This design comes from an exercise in tuning for small area, a short achievable clock period and few clock cycles per item on the open sky130 flow, not from production work. Function was checked by simulation only, so behaviour that the tests miss may differ from the original.

==> flow/design.v (excerpt) <==
module mat_mul #
    (
        parameter integer DIM_LOG = 2,
        parameter integer DIM = 2**DIM_LOG,
        parameter integer SIZE = DIM*DIM,
        parameter integer SIZE_LOG = 2*DIM_LOG,
        parameter integer DATA_WIDTH = 32
    )
    (
        input wire  s00_axi_aclk,
        input wire  s00_axi_aresetn,
        output wire  s00_axis_tready,
        input wire [DATA_WIDTH-1 : 0] s00_axis_tdata,
        input wire  s00_axis_tlast,
        input wire  s00_axis_tvalid,
        output wire  m00_axis_tvalid,
        output wire [DATA_WIDTH-1 : 0] m00_axis_tdata,
        output wire [(DATA_WIDTH/8)-1 : 0] m00_axis_tstrb,
        output wire  m00_axis_tlast,
        input wire  m00_axis_tready,
        input wire sel,
        input wire start
    );
    wire rst = !s00_axi_aresetn;
    reg [31:0] f_data0, f_data1;
    reg        f_sel0, f_sel1, f_last0, f_last1;
    reg [1:0]  f_cnt;
    reg        in_ready;
    assign s00_axis_tready = in_ready;
  ...
export LEC_CHECK = 0
export CAP_MARGIN = 20
export CORE_MARGIN = 2
export CORE_UTILIZATION = 40
export PLACE_DENSITY = 0.6
export SLEW_MARGIN = 20
create_clock -name core_clock -period 10.0 [get_ports {s00_axi_aclk}]
standard.sh (not shown) runs the stock make flow with config.mk's settings and CLKGATE_MAP_FILE= SYNTH_SCRIPT=/design/flow/synth_recipe.tcl, a recipe that flattens the netlist after the stock synthesis.
==> flow/flow/run.sh <==
#!/bin/bash
# Standard layout (the standard.sh, unchanged synthesis) with timing repair
# aimed below the 10 ns clock: repair_timing works until the setup slack
# reaches SETUP_SLACK_MARGIN, so the layout gets faster than the clock asks.
set -euo pipefail
export SETUP_SLACK_MARGIN=6
bash standard.sh > standard_make.log 2>&1
Testbench counts at the start, summed over its fixed seeds: cycles 6,488, jobs 192.
Edit:
==> flow/run.sh (new file) <==
#!/bin/bash
# synth_recipe.tcl (not shown) runs the flow's synth.tcl, then flattens the netlist and writes it again
# the make line also repeats each setting of config.mk as NAME=value (left out here)
make -C /OpenROAD-flow-scripts/flow DESIGN_CONFIG=/design/flow/config.mk WORK_HOME=/design/flow/orfs CLKGATE_MAP_FILE= SYNTH_SCRIPT=/design/flow/synth_recipe.tcl finish
Settings changed: SETUP_SLACK_MARGIN set to 5.
removed: flow/flow/run.sh
removed: flow/standard.sh
Outcome:
- routed wire length shrinks by 9.0%
- critical path depth shrinks by 2
- global-route usage shrinks by 2.3 points
- cell area shrinks by about 7%
- first-iteration DRC count shrinks by about 10%
- count of clock-buffer cells in the layout shrinks by 6
- sequential share of layout area grows by 2.7 points
- area after synthesis does not change

* * *

mat_mul, a different RTL version from the one above (not shown whole).
Size: ~7,700 cells after synthesis, ~2,300 flip-flops, about 78 I/O pins.
==> flow/config.mk <==
export PLATFORM = sky130hd
export DESIGN_NAME = mat_mul
export DESIGN_NICKNAME = mat_mul
export VERILOG_FILES = /design/flow/design.v
export SDC_FILE = /design/flow/constraint.sdc
export NUM_CORES = 4
export LEC_CHECK = 0
export CAP_MARGIN = 20
export CORE_MARGIN = 2
export CORE_UTILIZATION = 50
export CTS_BUF_LIST = sky130_fd_sc_hd__clkbuf_16
export CTS_CLUSTER_DIAMETER = 70
export CTS_CLUSTER_SIZE = 22
export PLACE_DENSITY = 0.65
export SLEW_MARGIN = 20
==> flow/constraint.sdc <==
create_clock -name core_clock -period 10.0 [get_ports {s00_axi_aclk}]
set_input_delay 2.0000 -clock core_clock [delete_from_list [all_inputs] [get_ports {s00_axi_aclk}]]
set_output_delay 2.0000 -clock core_clock [all_outputs]
set_load 0.01 [all_outputs]
==> flow/flow/run.sh <==
#!/bin/bash
# Standard layout (the standard.sh, unchanged synthesis) with timing repair
# aimed below the 10 ns clock: repair_timing works until the setup slack
# reaches SETUP_SLACK_MARGIN, so the layout gets faster than the clock asks.
set -euo pipefail
export SETUP_SLACK_MARGIN=6.6
bash standard.sh > standard_make.log 2>&1
The starting point finished with timing, DRC and antenna clean.
Testbench counts at the start, summed over its fixed seeds: cycles 6,512, jobs 192.
Edit:
--- a/flow/flow/run.sh
+++ b/flow/flow/run.sh
@@ -5,3 +5,3 @@
 set -euo pipefail
-export SETUP_SLACK_MARGIN=6.6
+export SETUP_SLACK_MARGIN=6.3
 bash standard.sh > standard_make.log 2>&1
Settings changed: CORE_UTILIZATION 50 to 40, PLACE_DENSITY 0.65 to 0.6.
=>
- flip-flop and latch count does not change
- setup slack got worse by 210 ps
- cell count is higher by a few percent
- die area is higher by a quarter to a third
- global-route usage is lower by 5.5 points
- count of clock-buffer cells in the layout is higher by 7
- routed wire length is lower by a few percent
- non-clock buffer count is lower by 170

## separate check: timing with driven ports
The flow's constraints put no driver on any port. The routed layouts listed below were extracted and timed again, unchanged, in two steps. Step 1, drivers: a clkbuf_16 drives s00_axi_aclk and a buf_2 each remaining input, both assumed. Step 2 adds t to the input delays and takes it off the output delays; t is the mean of the earliest and latest rising clock arrival at the registers after step 1. Input paths then give back, and output paths get back, about the clock's delay inside the block. Slacks: ideal / step 1 / step 2; pairs: ideal / step 1.
| run | shift t [ns] | setup WS [ns] | worst setup path at the end | latest minus earliest clock arrival (ns) | slew at the worst register clock pin (ns) |
|---|---|---|---|---|---|
| the first run of note 1 | 0.971 | 4.984 / 4.984 / 4.984 | register to register | 0.116 / 0.116 | 0.07 / 0.07 |
| the second run of note 1 | 0.964 | 5.097 / 5.097 / 5.097 | register to register | 0.071 / 0.071 | 0.07 / 0.07 |
| the first run of note 2 | 0.921 | 6.501 / 6.496 / 6.087 | input to register | 0.048 / 0.048 | 0.09 / 0.09 |
| the second run of note 2 | 0.930 | 6.291 / 6.202 / 5.947 | input to register | 0.102 / 0.102 | 0.09 / 0.09 |
After both steps setup and hold are still met in every run listed. For the first run of note 2, which loses most, drivers alone change the setup slack by -0.005 ns; drivers and shift together by -0.414 ns.
